What follows belongs to an exercise in optimizing a design on an open flow for small area, a short achievable clock period and few clock cycles per item; a production flow would make more cautious choices. The RTL was checked by simulation tests, not by an equivalence proof against the original design. Power figures rest on the tool's default switching activity, not on a simulated workload.

==> flow/config.mk <==
export PLATFORM = sky130hd
export DESIGN_NAME = alu
export DESIGN_NICKNAME = alu
export VERILOG_FILES = /design/flow/design.v
export SDC_FILE = /design/flow/constraint.sdc
export NUM_CORES = 4
export LEC_CHECK = 0
export CAP_MARGIN = 20
export CORE_MARGIN = 2
export CORE_UTILIZATION = 40
export PLACE_DENSITY = 0.6
export SLEW_MARGIN = 20
==> flow/design.v <==
module add
  #(
    parameter IN_WL = 15,   
    parameter OUT_WL = 16  
    )
  (
    input wire rstb,  
    input wire clk,
    input wire [IN_WL-1:0] a,      
    input wire [IN_WL-1:0] b,      
    output logic [OUT_WL-1:0] r    
  );
  always_ff@(posedge clk) begin: main_ff
    if(rstb == 1'b0)
      r <= '0;
    else begin
      r <= {a[IN_WL-1], a} + {b[IN_WL-1], b};
    end
  end: main_ff
endmodule: add
module sub
  #(
    parameter IN_WL = 15,   
    parameter OUT_WL = 16  
    )
  (
    input wire rstb,  
    input wire clk,
    input wire [IN_WL-1:0] a,      
    input wire [IN_WL-1:0] b,      
    output logic [OUT_WL-1:0] r    
  );
  always_ff@(posedge clk) begin: main_ff
    if(rstb == 1'b0)
      r <= '0;
    else begin
      r <= {a[IN_WL-1], a} - {b[IN_WL-1], b};
    end
  end: main_ff
endmodule: sub
module mult
  #(
    parameter IN_WL = 15,   
    parameter OUT_WL = 16  
    )
  (
    input wire rstb,  
    input wire clk,
    input wire [IN_WL-1:0] a,      
    input wire [IN_WL-1:0] b,      
    output logic [OUT_WL-1:0] r    
  );
  logic [2*IN_WL-1:0] mult_r;
  assign r = mult_r[OUT_WL-1:0];
  always_ff@(posedge clk) begin: main_ff
    if(rstb == 1'b0)
      mult_r <= '0;
    else begin
      mult_r <= a*b;
    end
  end: main_ff
endmodule: mult
module div
  #(
    parameter IN_WL = 15,   
    parameter OUT_WL = 16  
    )
  (
    input wire rstb,  
    input wire clk,
    input wire [IN_WL-1:0] a,      
    input wire [IN_WL-1:0] b,      
    output logic [OUT_WL-1:0] r    
  );
  always_ff@(posedge clk) begin: main_ff
    if(rstb == 1'b0)
      r <= '0;
    else begin
      r <= a >> b;
    end
  end: main_ff
endmodule: div
module add_nsub
  #(
    parameter IN_WL = 15,   
    parameter OUT_WL = 16  
    )
  (
    input wire rstb,  
    input wire clk,
    input wire [IN_WL-1:0] a,      
    input wire [IN_WL-1:0] b,      
    input add_nsub_i,               
    output logic [OUT_WL-1:0] r    
  );
  logic [OUT_WL-1:0] add_r, sub_r;
  add #(.IN_WL(IN_WL), .OUT_WL(OUT_WL)) add_inst(rstb, clk, a, b, add_r);
  sub #(.IN_WL(IN_WL), .OUT_WL(OUT_WL)) sub_inst(rstb, clk, a, b, sub_r);
  always_ff@(posedge clk) begin: main_ff
    if(rstb == 1'b0)
      r <= '0;
    else begin
      if(add_nsub_i == 1'b1)
        r <= add_r;
      else
        r <= sub_r;
    end
  end: main_ff
endmodule: add_nsub
module alu
  #(
    parameter IN_WL = 15,   
    parameter OUT_WL = 16  
    )
  (
    input wire rstb,
    input wire clk_i,
    input wire in_valid,                  
    output wire in_ready,                 
    input wire [1:0] cmd,                 
    input wire [IN_WL-1:0] a,             
    input wire [IN_WL-1:0] b,             
    output logic out_valid,               
    output logic [OUT_WL-1:0] r           
  );
  logic add_or_sub;
  logic [OUT_WL-1:0] add_nsub_r, mult_r, div_r;
  logic [OUT_WL-1:0] mult_q, div_q;
  logic [1:0] cmd_q1, cmd_q2;
  logic valid_q1, valid_q2;
  assign in_ready = 1'b1;
  assign add_or_sub = ~cmd_q1[0];    
  always_ff@(posedge clk_i) begin
    if(!rstb) begin
      cmd_q1 <= '0;
      cmd_q2 <= '0;
      valid_q1 <= 1'b0;
      valid_q2 <= 1'b0;
      out_valid <= 1'b0;
      mult_q <= '0;
      div_q <= '0;
      r <= '0;
    end else begin
      cmd_q1 <= cmd;
      cmd_q2 <= cmd_q1;
      valid_q1 <= in_valid;
      valid_q2 <= valid_q1;
      out_valid <= valid_q2;
      mult_q <= mult_r;
      div_q <= div_r;
      case(cmd_q2)
        2'b00: r <= add_nsub_r;
        2'b01: r <= add_nsub_r;
        2'b10: r <= mult_q;
        2'b11: r <= div_q;
      endcase
    end
  end
  add_nsub #(.IN_WL(IN_WL), .OUT_WL(OUT_WL)) add_nsub_inst(rstb, clk_i, a, b, add_or_sub, add_nsub_r);
  mult
  #(
    IN_WL,
    OUT_WL
  )
  mult_inst
  (
    .rstb(rstb),
    .clk(clk_i),
    .a(a),
    .b(b),
    .r(mult_r)
  );
  div #(.IN_WL(IN_WL), .OUT_WL(OUT_WL)) div_inst(.clk(clk_i), .rstb(rstb), .a(a), .b(b), .r(div_r));
endmodule
==> flow/run.sh <==
#!/bin/bash
# synth_recipe.tcl (not shown) runs the flow's synth.tcl, then flattens the netlist and writes it again
# the make line also repeats each setting of config.mk as NAME=value (left out here)
make -C /OpenROAD-flow-scripts/flow DESIGN_CONFIG=/design/flow/config.mk WORK_HOME=/design/flow/orfs CLKGATE_MAP_FILE= SYNTH_SCRIPT=/design/flow/synth_recipe.tcl finish
==> flow/constraint.sdc <==
create_clock -name core_clock -period 6.5 [get_ports {clk_i}]
set_input_delay 1.3000 -clock core_clock [delete_from_list [all_inputs] [get_ports {clk_i}]]
set_output_delay 1.3000 -clock core_clock [all_outputs]
set_load 0.01 [all_outputs]
==> results.toml, run 1 <==
[drt]
drc = 0
first_iter_violations = 552
wl_per_cell_um = 16.59
dr.pass1.iters = 5
vias_per_cell = 4.846
dr_total_vias = 7143
drt-total-wl_um = 24460
ant_nets = 0

[flow_run]
cap_violations = 0

[grt]
grt_pass1_vias = 7030
grt_pass1_wl_um = 38560
antenna_found_initial = 1
grt_usage_pct = 20.77
grt_overflow = 0
grt_max_degree = 59

[clocking]
root_buffer = "clkbuf_16"
clkLatencyLatePin_ns = 0.41
hold_buffers = 0
cts-htree-levels = 4
numCtsBuffers = 17
cts_tree = "yes"
clk_pin_slew_ns = 0.05
cts_resized = 0
cts_max_path_buffers = 2
cts_setup_buffers = 0
cts.sinks = 132

[layout]
fin_nets = 1343
instances_no_fill = 1474
fin_util_pct = 49.45
num-fill-cells = 2202
areaGrowthSynthToFinish_pct = 20.67
finalInstanceArea_um2 = 11260
drive_gt1_share_pct = 11.54
antenna_cells = 0

[logic_synthesis]
synth_top_flop_cell = "dfxtp_1"
yosysWarnings = 6
synth-compound-area-share_pct = 9.799
synthArstFlopShare_pct = 0
synth_nets = 1229
netlist_area_um2 = 9334
synth.distinct_cells = 66
syn_avg_cell_area_um2 = 9.001
synthCells = 1037
synth_seq_cells = 132
synth-xor-area-share_pct = 4.745
ys_seq_area_share_pct = 28.31
synth_fa_ha_area_share_pct = 27.64
synth_mux_area_share_pct = 4.088
synth_edf_count = 0
synthSimpleGateAreaFrac_pct = 18.20
synth_top_family_by_area = "adder cells"

[timing]
skew_ns = 0.007396
period_share_pct = 95.13
setup_ws_ns = 0.3167
fmax_mhz = 161.7
setup_viol = 0
max-slew-margin-rel_pct = 32.87
slew_violations = 0
tightestPinTransition_ns = 1.006
period_needed_ns = 6.183
rsz0062_at_grt = "no"
finalHoldViolations = 0

[placed_design]
pre_cts_slack_ns = -0.2545
dp_cells = 1445
port_buffers = 51
postPlaceCellArea_um2 = 10740
dpl.hpwl_um = 19930
gp_congestion = 0.9453

[min_path]
hold_path.class = "reg -> reg"
hold_path_startpoint = "div_inst.r[8]$_SDFF_PP0_"

[worst_setup_path]
endpoint_kind = "register"
startpoint_type = "primary input"
timing.rr.start = "cmd_q2[0]$_SDFF_PN0_"
startpoint = "b[1]"
arrival_ns = 6.47
path_class = "in -> reg"
crit_fanout = 6
crit_required_ns = 6.79

[power]
p_per_area_nw_per_um2 = 362.2
total_power_mw = 4.080
leakage_nw = 5.108
peakVddDrop_mv = 0.3204

[floorplanning]
core_um2 = 22780
rows = 55
start_util_pct = 40.98
die_h_um = 156.8
fp.dieW_um = 156.8
ioPinCount = 53
dieArea_um2 = 24570

[status]
outcome = "finished clean"
## state kept, by name, indices dropped and copies added (netlist names), 15 cells and up
register / cells
r: 16
add_nsub_inst.add_inst.r: 15
div_inst.r: 15
mult_q: 16
mult_inst.mult_r: 16
add_nsub_inst.sub_inst.r: 16
add_nsub_inst.r: 16
div_q: 15
## cells in the final DEF, fill, tap and decap left out, drive strengths merged, types with 3 or more instances in the layout
cell type and instances:
dfxtp 132, inv 126, nor2 107, and2 98
nand2 92, buf 91, fa 82, ha 75
clkdlybuf4s50 49, xnor2 38, a21oi 38, mux2i 37
o21ai 25, clkbuf 24, a211oi 17, nor3 11
xor2 10, o21a 10, a31oi 9, o22ai 8
a21o 7, nand2b 6, nor2b 6, nand3 6
nor4 5, clkinv 5, o21bai 4, or3 4
o31ai 4, a21boi 4, nand4 3, nor3b 3
## power breakdown
group | switching, mW | total, mW | internal [mW]
Clock | 0.312 | 0.829 | 0.517
Sequential | 0.0359 | 0.949 | 0.913
Combinational | 1.18 | 2.30 | 1.12
Total | 1.53 | 4.08 | 2.55
## cell type report
cell class	count	area, um^2	area share, %
Clock buffer	24	491.7	4.366
Clock inverter	5	27.53	0.2444
Inverter	127	476.7	4.232
Multi-Input combinational cell	731	6022	53.47
Sequential cell	132	2643	23.46
Tap cell	313	391.6	3.477
Timing Repair Buffer	142	1211	10.75
## layer usage
layer | global-route usage [%] | share of wire [%] | up-vias
met1 | 28.56 | 47 | 3394
li1 | - | - | 3534
met2 | 34.19 | 47 | 192
met5 | 0 | 0 | -
met4 | 5.242 | 1.4 | 0
met3 | 3.212 | 4.9 | 23
## through the flow
step	hold slack, ns	TNS (ns)
detailed placement	0.4177	-0.4532
global route	0.4399	0
floorplan	0.4119	0
CTS	0.4259	0
finish	0.4267	0
global placement	0.4136	-0.3188
## kinds of logic after synthesis
logic type               count (synthesis)
AO/OA/AOI/OAI                          139
XOR/XNOR                                49
adder cells (fa/ha/maj)                157
buffers and inverters                  174
flip-flops                             132
multiplexers                            38
other                                    1
AND/OR/NAND/NOR                        347
## cells in the mapped netlist, drive strengths merged, types with 5 or more instances
cell | count | area (um^2)
a21oi | 38 | 190.2
a21o | 7 | 52.55
o21a | 10 | 82.57
xor2 | 10 | 87.58
nor2 | 107 | 404.1
fa | 82 | 1642
nor2b | 6 | 45.04
ha | 75 | 938.4
clkbuf | 38 | 142.6
o21ai | 25 | 140.1
a31oi | 9 | 62.56
mux2i | 37 | 370.4
xnor2 | 38 | 332.8
nor4 | 5 | 37.53
dfxtp | 132 | 2643
nand3 | 6 | 35.03
nand2b | 6 | 37.54
and2 | 98 | 613.1
a211oi | 17 | 127.6
nand2 | 92 | 345.3
nor3 | 11 | 55.05
inv | 125 | 469.2
buf | 9 | 50.05
o22ai | 8 | 50.05
## final timing paths
| check | end | slack (ns) | cells past startpoint |
|---|---|---|---|
| worst max-delay path | mult_inst.mult_r[13]$_SDFF_PN0_ | 0.32 | 23 |
| worst min-delay path | div_q[8]$_SDFF_PN0_ | 0.43 | 1 |
| worst min register to register | div_q[8]$_SDFF_PN0_ | 0.43 | 1 |
| worst max register to register | r[11]$_SDFF_PN0_ | 4.81 | 2 |
## worst max-delay path: stages
cell,delay [ns]
clkdlybuf4s50_1,0.41
buf_4,0.18
and2_1,0.16
fa_1,0.51
inv_1,0.06
fa_1,0.53
inv_1,0.05
fa_1,0.51
inv_1,0.06
fa_1,0.52
inv_1,0.05
fa_1,0.48
inv_1,0.05
fa_1,0.48
inv_1,0.04
ha_1,0.19
a21oi_1,0.13
inv_1,0.09
a21oi_1,0.14
o21ai_1,0.09
buf_4,0.15
xnor2_1,0.23
nor2_1,0.08
Testbench counts, summed over its fixed seeds: cycles 16,016, items 16,000.
==> inputs of run 2 (changes only) <==
==> flow/design.v (replaced) <==
module add
  #(
    parameter IN_WL = 15,
    parameter OUT_WL = 16
    )
  (
    input wire [IN_WL-1:0] a,
    input wire [IN_WL-1:0] b,
    output logic [OUT_WL-1:0] r
  );
  assign r = {a[IN_WL-1], a} + {b[IN_WL-1], b};
endmodule
module sub
  #(
    parameter IN_WL = 15,
    parameter OUT_WL = 16
    )
  (
    input wire [IN_WL-1:0] a,
    input wire [IN_WL-1:0] b,
    output logic [OUT_WL-1:0] r
  );
  assign r = {a[IN_WL-1], a} - {b[IN_WL-1], b};
endmodule
module mult
  #(
    parameter IN_WL = 15,
    parameter OUT_WL = 16
    )
  (
    input wire [IN_WL-1:0] a,
    input wire [IN_WL-1:0] b,
    output logic [OUT_WL-1:0] r
  );
  logic [2*IN_WL-1:0] p;
  assign p = a * b;
  assign r = p[OUT_WL-1:0];
endmodule
module div
  #(
    parameter IN_WL = 15,
    parameter OUT_WL = 16
    )
  (
    input wire [IN_WL-1:0] a,
    input wire [IN_WL-1:0] b,
    output logic [OUT_WL-1:0] r
  );
  assign r = {1'b0, a} >> b;
endmodule
module add_nsub
  #(
    parameter IN_WL = 15,
    parameter OUT_WL = 16
    )
  (
    input wire [IN_WL-1:0] a,
    input wire [IN_WL-1:0] b,
    input wire add_nsub_i,               
    output logic [OUT_WL-1:0] r
  );
  logic [OUT_WL-1:0] add_r, sub_r;
  add #(.IN_WL(IN_WL), .OUT_WL(OUT_WL)) add_inst(.a(a), .b(b), .r(add_r));
  sub #(.IN_WL(IN_WL), .OUT_WL(OUT_WL)) sub_inst(.a(a), .b(b), .r(sub_r));
  assign r = add_nsub_i ? add_r : sub_r;
endmodule
module alu
  #(
    parameter IN_WL = 15,
    parameter OUT_WL = 16
    )
  (
    input wire rstb,
    input wire clk_i,
    input wire in_valid,
    output wire in_ready,
    input wire [1:0] cmd,                 
    input wire [IN_WL-1:0] a,
    input wire [IN_WL-1:0] b,
    output logic out_valid,
    output logic [OUT_WL-1:0] r
  );
  logic [OUT_WL-1:0] add_nsub_r, mult_r, div_r, res;
  assign in_ready = 1'b1;
  add_nsub #(.IN_WL(IN_WL), .OUT_WL(OUT_WL)) add_nsub_inst(.a(a), .b(b), .add_nsub_i(~cmd[0]), .r(add_nsub_r));
  mult #(.IN_WL(IN_WL), .OUT_WL(OUT_WL)) mult_inst(.a(a), .b(b), .r(mult_r));
  div #(.IN_WL(IN_WL), .OUT_WL(OUT_WL)) div_inst(.a(a), .b(b), .r(div_r));
  always_comb begin
    case(cmd)
      2'b10: res = mult_r;
      2'b11: res = div_r;
      default: res = add_nsub_r;
    endcase
  end
  always_ff@(posedge clk_i) begin
    if(!rstb)
      out_valid <= 1'b0;
    else
      out_valid <= in_valid;
    r <= res;
  end
endmodule
==> run 2 against run 1 <==
Compared with the run above:
- combinational power is 14% higher
- area after synthesis is 34% lower
- clock-buffer cell count is 21 lower
- sequential share of layout area is 19 points lower
- core utilization is 1.2 points higher
- cell area is 32% lower
- clock power is 84% lower
- global-route usage is 2.2 points higher
- synthesized cell count is 26% lower
- non-clock buffer count is 13 higher
- critical path type unchanged
==> results.toml, run 2 <==
[timing]
worst_hold_slack_ns = 1.597
slew_violations = 0
setup_viol = 0
fmax_mhz = 158.7
setup_tns_ns = 0
period_share_pct = 96.97
period_needed_ns = 6.303
tightestPinTransition_ns = 0.8105
max-slew-margin-rel_pct = 45.80
rsz0062_at_grt = "no"
finalHoldViolations = 0
setup_ws_ns = 0.1969

[layout]
antenna_cells = 0
layout_common_cells = "inv_1, buf_4, and2_1"
num-fill-cells = 1467
top_register = "r"
drive_gt1_share_pct = 17.25
largest_reg_flops = 16
reg_top3 = "r (16), out_valid (1)"
areaGrowthSynthToFinish_pct = 24.06
fin_util_pct = 50.64
fin_nets = 1065
final_common_cell = "inv_1"

[drt]
first_iter_violations = 326
ant_nets = 0
wl_per_cell_um = 16.88
dr.pass1.iters = 5
dr_total_vias = 5442
vias_per_cell = 5.062
drt-total-wl_um = 18150
drc = 0

[clocking]
cts_max_path_buffers = 2
clk_pin_slew_ns = 0.05
numCtsBuffers = 3
cts-htree-levels = 1
root_buffer = "clkbuf_16"
cts_tree = "yes"
cts.sinks = 17

[logic_synthesis]
synth-xor-area-share_pct = 8.015
synth_seq_cells = 17
synthSimpleGateAreaFrac_pct = 22.18
yosysWarnings = 1
synth_top_cell_area_share_pct = 26.55
synth_fa_ha_area_share_pct = 38.70
synth_top_flop_cell = "dfxtp_1"
synth-compound-area-share_pct = 12.39
synth_edf_count = 0
synth.distinct_cells = 66
syn_avg_cell_area_um2 = 8.102
yosysMostFrequentCell = "inv_1"
synth_top_family_by_area = "adder cells"
synthArstFlopShare_pct = 0
synth_top_cell_by_area = "fa_1"
synth_nets = 940
ys_seq_area_share_pct = 5.505
netlist_area_um2 = 6182
synth_mux_area_share_pct = 2.550
yosys-top-cells-count = "inv_1, and2_1, fa_1, nand2_1, ha_1"
yosys-top-cells-area = "fa_1, ha_1, and2_1"
synthCells = 763

[floorplanning]
rows = 45
dieArea_um2 = 16470
fp.dieW_um = 128.3
ioPinCount = 53
start_util_pct = 40.82
core_um2 = 15150
die_h_um = 128.3

[min_path]
hold_path.class = "in -> reg"
holdPathStages = 5
hold_path_startpoint = "b[2]"
whs_endpoint = "r[2]$_DFF_P_"

[worst_setup_path]
crit_fanout = 4
startpoint_type = "primary input"
crit_required_ns = 6.63
endpoint_kind = "register"
startpoint = "b[8]"
arrival_ns = 6.43
path_class = "in -> reg"

[grt]
grt_max_degree = 20
antenna_found_initial = 0
grt_usage_pct = 22.98
grt_pass1_wl_um = 29990
grt_pass1_vias = 5847
grt_overflow = 0

[power]
p_per_area_nw_per_um2 = 381.2
combPwrFrac_pct = 90.1
peakVddDrop_mv = 0.2524
seqPwrFrac_pct = 5.5
p_int_mw = 1.554
netSwitchingFraction_pct = 46.85
leakage_nw = 3.710
switchingPower_mw = 1.370
p_clk_share_pct = 4.5
total_power_mw = 2.924

[placed_design]
dpl.hpwl_um = 15540
pre_cts_slack_ns = -0.4251
port_buffers = 51
gp_congestion = 0.9150

[status]
outcome = "finished clean"

[flow_run]
cap_violations = 0
## run 2: logic make-up (layout without fill, tap and decap cells)
group | Yosys count | after routing
buffers and inverters | 158 | 282
other | 1 | 1
adders and majority gates | 142 | 142
muxes | 13 | 13
xor gates and xnor gates | 55 | 55
and+or+nand+nor | 264 | 264
DFF | 17 | 17
AOI/OAI and AO/OA | 113 | 113
## run 2: layout make-up
cell class                 instances  area, um^2  share of cell area [%]
inverter                         123       461.7                   6.020
clock inverter                     1       7.507                 0.09788
clock buffer                       3       75.07                  0.9788
tap                              188       235.2                   3.067
multi-input combinational        588        5234                   68.24
sequential                        17       340.3                   4.437
timing repair buffer             155        1316                   17.16
## run 2: power by group through the flow
stage | combinational, mW | sequential, mW | clock, mW
floorplan | 1.60 | 0.177 | 0
global placement | 2.55 | 0.162 | 0
detailed placement | 2.54 | 0.161 | 0
CTS | 2.61 | 0.161 | 0.132
global route | 2.95 | 0.163 | 0.136
finish | 2.63 | 0.160 | 0.131
## run 2: worst max-delay path by stage
stage	end	slack, ns	depth (start not counted)
floorplan	r[14]$_DFF_P_	0.03	23
global placement	r[14]$_DFF_P_	-0.40	21
detailed placement	r[14]$_DFF_P_	-0.43	21
CTS	r[14]$_DFF_P_	-0.03	22
global route	r[14]$_DFF_P_	0.003	19
finish	r[15]$_DFF_P_	0.20	18
## run 2: worst max-delay path, stage by stage
cell             delay, ns
clkdlybuf4s50_1       0.52
and2_1                0.21
fa_1                  0.47
inv_1                 0.05
fa_1                  0.49
inv_1                 0.05
fa_1                  0.54
inv_1                 0.05
fa_1                  0.50
fa_1                  0.46
fa_2                  0.38
xnor2_2               0.15
xnor2_1               0.16
xnor2_1               0.16
xnor2_1               0.16
xnor3_1               0.43
xnor2_1               0.24
o31ai_1               0.10
## run 2: what timing repair did
| action | 4_1_cts | 5_1_grt |
|---|---|---|
| buffers inserted | 0 | 2 |
| pin swaps | 4 | 12 |
| gates resized for setup | 18 | 38 |
| setup endpoints to repair | 4 | 4 |
| hold buffers | 0 | 0 |
| cloned | 0 | 1 |
## run 2: layer usage
layer	global-route usage [%]	part of all wire [%]
met4	5.559	2.1
met5	0	0
met1	32.04	47
met2	39.36	47
met3	1.169	4.3
## run 2: through the flow
step / instance area, um^2 / cells
final: 7670 / 1075
after global routing: 7670 / 1075
after CTS: 7644 / 1072
after detailed placement: 7557 / 1068
after global placement: 7557 / 1068
after floorplan: 6200 / 763
Testbench counts of run 2, summed over its fixed seeds: cycles 16,000, items 16,000.

==> re-timing with driven ports <==
In the flow no input, the clock included, has a driving cell. The finished layouts below were timed again as built, in two steps. Step 1, drivers: a clkbuf_16 drives clk_i and a buf_2 each remaining input, both assumed. Step 2 adds t to the input delays and takes it off the output delays; t is the mean of the earliest and latest rising clock arrival at the registers after step 1. Input paths then give back, and output paths get back, about the clock's delay inside the block. Slacks: ideal ports / drivers / drivers and shift; pairs: ideal ports / drivers.
run	t, ns	setup slack, ns	worst setup path at the end	clock arrival spread, ns	worst register clock-pin slew, ns
run 1	0.448	0.317 / 0.334 / -0.113	input to register	0.012 / 0.011	0.06 / 0.06
run 2	0.285	0.197 / 0.197 / -0.088	input to register	0.001 / 0.000	0.05 / 0.05
With both steps, setup timing fails in run 1 and run 2, where it was met with ideal ports. For run 1, which loses most, drivers alone change the setup slack by +0.017 ns; drivers and shift together by -0.430 ns.
